This is an optimization exercise on Yosys and OpenROAD, whose aim is small area and a short achievable clock period, not a production implementation.
In this exercise RTL edits were held to simulation tests only and were not proved equivalent to the original.

==> flow/design.v (excerpt) <==
module conv2d (clk, reset, valid_in, data_in, kernel_in, load_kernel_done, data_out, valid_out, lf_done);
Size in the first run: ~37,000 cells after synthesis, about 340,000 µm² of cells after synthesis.
Settings: LEC_CHECK=0, ABC_AREA=1, CAP_MARGIN=50, CORE_MARGIN=2, CORE_UTILIZATION=50, CTS_CLUSTER_DIAMETER=80, CTS_CLUSTER_SIZE=20, PLACE_DENSITY=0.62, SETUP_SLACK_MARGIN=5, SLEW_MARGIN=65; clock period 11.0 ns.
standard.sh (not shown) runs the stock make flow with config.mk's settings and CLKGATE_MAP_FILE= SYNTH_SCRIPT=/design/flow/synth_recipe.tcl, a recipe that flattens the netlist after the stock synthesis.
==> flow/flow/run.sh <==
#!/bin/bash
# Own layout flow: the standard flow (standard.sh) on all steps, with
# - a full-adder polarity pass at the start of floorplan (flow/pol.tcl) that
#   removes inverters Yosys's full-adder extraction leaves between adder cells,
# - port buffers of type buf_4 (the default picks a slow delay cell),
# - clock tree synthesis without dummy loads, with 20-sink clusters,
# - timing repair allowed to resize cells across footprints, aimed at a setup
#   target tighter than the 11 ns clock needs, so the achieved period improves.
# Each step's full log stays in orfs/logs/; make's own output goes to make.log.
set -euo pipefail
bash standard.sh MATCH_CELL_FOOTPRINT=0 SETUP_SLACK_MARGIN=7.0 \
  "PRE_FLOORPLAN_TCL=$PWD/flow/pol.tcl" \
  "BUFFER_PORTS_ARGS=-buffer_cell sky130_fd_sc_hd__buf_4" \
  "CTS_ARGS=-sink_clustering_enable -repair_clock_nets -dont_use_dummy_load -sink_clustering_size 20 -sink_clustering_max_diameter 80" \
  finish > make.log 2>&1
Other scripts of this flow, unchanged in this note and not shown: flow/flow/pol.tcl
==> next run, changes <==
--- a/flow/flow/run.sh
+++ b/flow/flow/run.sh
@@ -11 +11 @@
-bash standard.sh MATCH_CELL_FOOTPRINT=0 SETUP_SLACK_MARGIN=7.0 \
+bash standard.sh MATCH_CELL_FOOTPRINT=0 SETUP_SLACK_MARGIN=7.5 \
- CORE_UTILIZATION: 50 -> 55
- PLACE_DENSITY: 0.62 -> 0.66
Effect: The new run completed without violations; routed wire length went up slightly; synthesized area stays the same; clock skew goes up by 20 ps; first-iteration DRC count increases by roughly a tenth; global-route usage goes up by 3.2 points.
==> next run, changes <==
--- a/flow/flow/run.sh
+++ b/flow/flow/run.sh
@@ -11 +11 @@
-bash standard.sh MATCH_CELL_FOOTPRINT=0 SETUP_SLACK_MARGIN=7.5 \
+bash standard.sh MATCH_CELL_FOOTPRINT=0 SETUP_SLACK_MARGIN=7.3 \
- CORE_UTILIZATION: 55 -> 50
- PLACE_DENSITY: 0.66 -> 0.62
Via count falls by 1.6%.
Die area rises by 9.9%.
Setup slack loses 12 ps.
Cell area falls by 0.53%.
Worst hold slack barely changes.
Global-route usage falls by 3.2 points.

========
conv2d again, from the RTL that the note above started with.
Settings: LEC_CHECK=0, ABC_AREA=1, CAP_MARGIN=50, CORE_MARGIN=2, CORE_UTILIZATION=50, CTS_CLUSTER_DIAMETER=80, CTS_CLUSTER_SIZE=20, PLACE_DENSITY=0.62, SETUP_SLACK_MARGIN=5, SLEW_MARGIN=65; clock period 11.0 ns.
==> flow/flow/run.sh <==
#!/bin/bash
# Own layout flow: the standard flow (standard.sh) on all steps, with
# - a full-adder polarity pass at the start of floorplan (flow/pol.tcl) that
#   removes inverters Yosys's full-adder extraction leaves between adder cells,
# - port buffers of type buf_4 (the default picks a slow delay cell),
# - timing repair allowed to resize cells across footprints, aimed at a setup
#   target tighter than the 11 ns clock needs, so the achieved period improves.
# Each step's full log stays in orfs/logs/; make's own output goes to make.log.
set -euo pipefail
bash standard.sh MATCH_CELL_FOOTPRINT=0 SETUP_SLACK_MARGIN=7.0 \
  "PRE_FLOORPLAN_TCL=$PWD/flow/pol.tcl" \
  "BUFFER_PORTS_ARGS=-buffer_cell sky130_fd_sc_hd__buf_4" finish > make.log 2>&1
Other scripts of this flow, unchanged in this note and not shown: flow/flow/pol.tcl
The first run completed with no timing, DRC or antenna violations.
Change:
--- a/flow/flow/run.sh
+++ b/flow/flow/run.sh
@@ -5,2 +5,3 @@
 # - port buffers of type buf_4 (the default picks a slow delay cell),
+# - clock tree synthesis without dummy loads, with 20-sink clusters,
 # - timing repair allowed to resize cells across footprints, aimed at a setup
@@ -9,4 +10,6 @@
 set -euo pipefail
-bash standard.sh MATCH_CELL_FOOTPRINT=0 SETUP_SLACK_MARGIN=7.0 \
+bash standard.sh MATCH_CELL_FOOTPRINT=0 SETUP_SLACK_MARGIN=7.7 \
   "PRE_FLOORPLAN_TCL=$PWD/flow/pol.tcl" \
-  "BUFFER_PORTS_ARGS=-buffer_cell sky130_fd_sc_hd__buf_4" finish > make.log 2>&1
+  "BUFFER_PORTS_ARGS=-buffer_cell sky130_fd_sc_hd__buf_4" \
+  "CTS_ARGS=-sink_clustering_enable -repair_clock_nets -dont_use_dummy_load -sink_clustering_size 20 -sink_clustering_max_diameter 80" \
+  finish > make.log 2>&1
Clock-buffer cell count fell by 135.
Wire length rose by 3.6%.
Via count rose by 1.9%.
Worst setup slack improves by 0.20 ns.
Change:
--- a/flow/flow/run.sh
+++ b/flow/flow/run.sh
@@ -10,3 +10,3 @@
 set -euo pipefail
-bash standard.sh MATCH_CELL_FOOTPRINT=0 SETUP_SLACK_MARGIN=7.7 \
+bash standard.sh MATCH_CELL_FOOTPRINT=0 SETUP_SLACK_MARGIN=7.4 \
   "PRE_FLOORPLAN_TCL=$PWD/flow/pol.tcl" \
- CORE_UTILIZATION: 50 -> 55
- PLACE_DENSITY: 0.62 -> 0.66
Outcome:
- non-clock buffer count drops by 602
- hold slack is about the same
- worst setup slack improved by 0.022 ns
- synthesized cell count stays the same
- fmax rises by 0.61%
- core utilization went up by 3.5 points
- first-iteration DRC count goes up by 6.2%
- via count drops by 0.82%
- clock-buffer cell count fell by 2

========
## v56
conv2d again, from the RTL that the note above started with.
clock: 11.0 ns
lec_check: 0
abc_area: 1
cap_margin: 20
core_margin: 2
core_utilization: 55
cts_cluster_diameter: 80
cts_cluster_size: 20
place_density: 0.66
setup_slack_margin: 5
slew_margin: 30
==> flow/flow/run.sh <==
#!/bin/bash
# Own layout flow: the standard flow (standard.sh) on all steps, with
# - a full-adder polarity pass at the start of floorplan (flow/pol.tcl) that
#   removes inverters Yosys's full-adder extraction leaves between adder cells,
# - port buffers of type buf_4 (the default picks a slow delay cell),
# - clock tree synthesis without dummy loads, with 20-sink clusters,
# - timing repair allowed to resize cells across footprints, aimed at a setup
#   target tighter than the 11 ns clock needs, so the achieved period improves.
# Each step's full log stays in orfs/logs/; make's own output goes to make.log.
set -euo pipefail
bash standard.sh MATCH_CELL_FOOTPRINT=0 SETUP_SLACK_MARGIN=7.4 \
  "PRE_FLOORPLAN_TCL=$PWD/flow/pol.tcl" \
  "BUFFER_PORTS_ARGS=-buffer_cell sky130_fd_sc_hd__buf_4" \
  "CTS_ARGS=-sink_clustering_enable -repair_clock_nets -dont_use_dummy_load -sink_clustering_size 20 -sink_clustering_max_diameter 80" \
  finish > make.log 2>&1
Other scripts of this flow, unchanged in this note and not shown: flow/flow/pol.tcl
v56: PASS, flow complete, no timing, DRC or antenna violations
### v56 -> v13
diff --git a/flow/flow/run.sh b/flow/flow/run.sh
--- a/flow/flow/run.sh
+++ b/flow/flow/run.sh
@@ -10,3 +10,3 @@
 set -euo pipefail
-bash standard.sh MATCH_CELL_FOOTPRINT=0 SETUP_SLACK_MARGIN=7.4 \
+bash standard.sh MATCH_CELL_FOOTPRINT=0 SETUP_SLACK_MARGIN=7.5 \
   "PRE_FLOORPLAN_TCL=$PWD/flow/pol.tcl" \
diff --git a/flow/config.mk b/flow/config.mk
--- a/flow/config.mk
+++ b/flow/config.mk
@@ -8,9 +8,9 @@
 export ABC_AREA = 1
-export CAP_MARGIN = 20
+export CAP_MARGIN = 50
 export CORE_MARGIN = 2
-export CORE_UTILIZATION = 55
+export CORE_UTILIZATION = 58
 export CTS_CLUSTER_DIAMETER = 80
 export CTS_CLUSTER_SIZE = 20
-export PLACE_DENSITY = 0.66
+export PLACE_DENSITY = 0.69
 export SETUP_SLACK_MARGIN = 5
-export SLEW_MARGIN = 30
+export SLEW_MARGIN = 65
--- outcome ---
[compare] base=v56 new=v13: cell count -1144; via count moved down; post-detailed-route DRC marker count held steady.
v13 vs v56 on minimum setup slack in the final design: v13 is the lower one.
Against v56, final layout net count in v13 fell slightly.
The final non-filler cell area in v13 sits 1.2% below the value recorded for v56.
--- input diff v13..v28 ---
==> flow/flow/run.sh <==
#!/bin/bash
# Own layout flow: the standard flow (standard.sh) on all steps, with
# - a full-adder polarity pass at the start of floorplan (flow/pol.tcl) that
#   removes inverters Yosys's full-adder extraction leaves between adder cells,
# - port buffers of type buf_4 (the default picks a slow delay cell),
# - timing repair allowed to resize cells across footprints, aimed at a setup
#   target tighter than the 11 ns clock needs, so the achieved period improves.
# Each step's full log stays in orfs/logs/; make's own output goes to make.log.
set -euo pipefail
bash standard.sh MATCH_CELL_FOOTPRINT=0 SETUP_SLACK_MARGIN=7.0 \
  "PRE_FLOORPLAN_TCL=$PWD/flow/pol.tcl" \
  "BUFFER_PORTS_ARGS=-buffer_cell sky130_fd_sc_hd__buf_4" finish > make.log 2>&1
diff --git a/flow/config.mk b/flow/config.mk
--- a/flow/config.mk
+++ b/flow/config.mk
@@ -10,6 +10,6 @@
 export CORE_MARGIN = 2
-export CORE_UTILIZATION = 58
+export CORE_UTILIZATION = 62
 export CTS_CLUSTER_DIAMETER = 80
 export CTS_CLUSTER_SIZE = 20
-export PLACE_DENSITY = 0.69
+export PLACE_DENSITY = 0.72
 export SETUP_SLACK_MARGIN = 5
[summary]
No stage failed in v28, and the final checks on the layout all came back clean.
Changes observed in v28 relative to v13: biggest cell delay along the critical path moved up, global-route wire length before repair moved down.
Summary of the comparison: global placement routability congestion is higher in v28, relative to v13.
On die area, v13 loses to v28.

[what the ideal ports hide]
No port has a modelled driver above. Below, the same layouts with a new extraction and two added sets of constraints.
Step 1 assumes that a clkbuf_16 drives the clock port and a buf_2 every other input.
Step 2 moves the port delays by t, midway between the first and last clock arrival at a register: inputs arrive t later, outputs are due t later. That takes back most of the time a late clock gives input paths.
Three values: ideal ports, drivers, drivers and shift; two values: the first two.
run | shift t [ns] | setup slack, ns | worst setup path at the end | slew at the worst register clock pin (ns) | pins driven straight from the clock port
the first run of note 1 | 1.179 | 7.064 / 7.064 / 7.064 | register to register | 0.09 / 0.09 | 1
the second run of note 1 | 1.183 | 7.312 / 7.172 / 7.464 | register to register | 0.09 / 0.09 | 1
the third run of note 1 | 1.175 | 7.300 / 7.157 / 7.338 | register to register | 0.09 / 0.09 | 1
the first run of note 2 | 1.212 | 7.097 / 7.058 / 7.097 | register to register | 0.10 / 0.10 | 1
the second run of note 2 | 1.183 | 7.294 / 7.150 / 7.403 | register to register | 0.09 / 0.09 | 1
the third run of note 2 | 1.177 | 7.316 / 7.178 / 7.402 | register to register | 0.09 / 0.09 | 1
v56 | 1.182 | 7.325 / 7.186 / 7.334 | register to register | 0.09 / 0.09 | 1
v13 | 1.191 | 7.286 / 7.151 / 7.500 | register to register | 0.12 / 0.12 | 1
v28 | 1.204 | 6.918 / 6.918 / 6.918 | register to register | 0.10 / 0.10 | 1
After both steps every run listed still meets setup and hold.
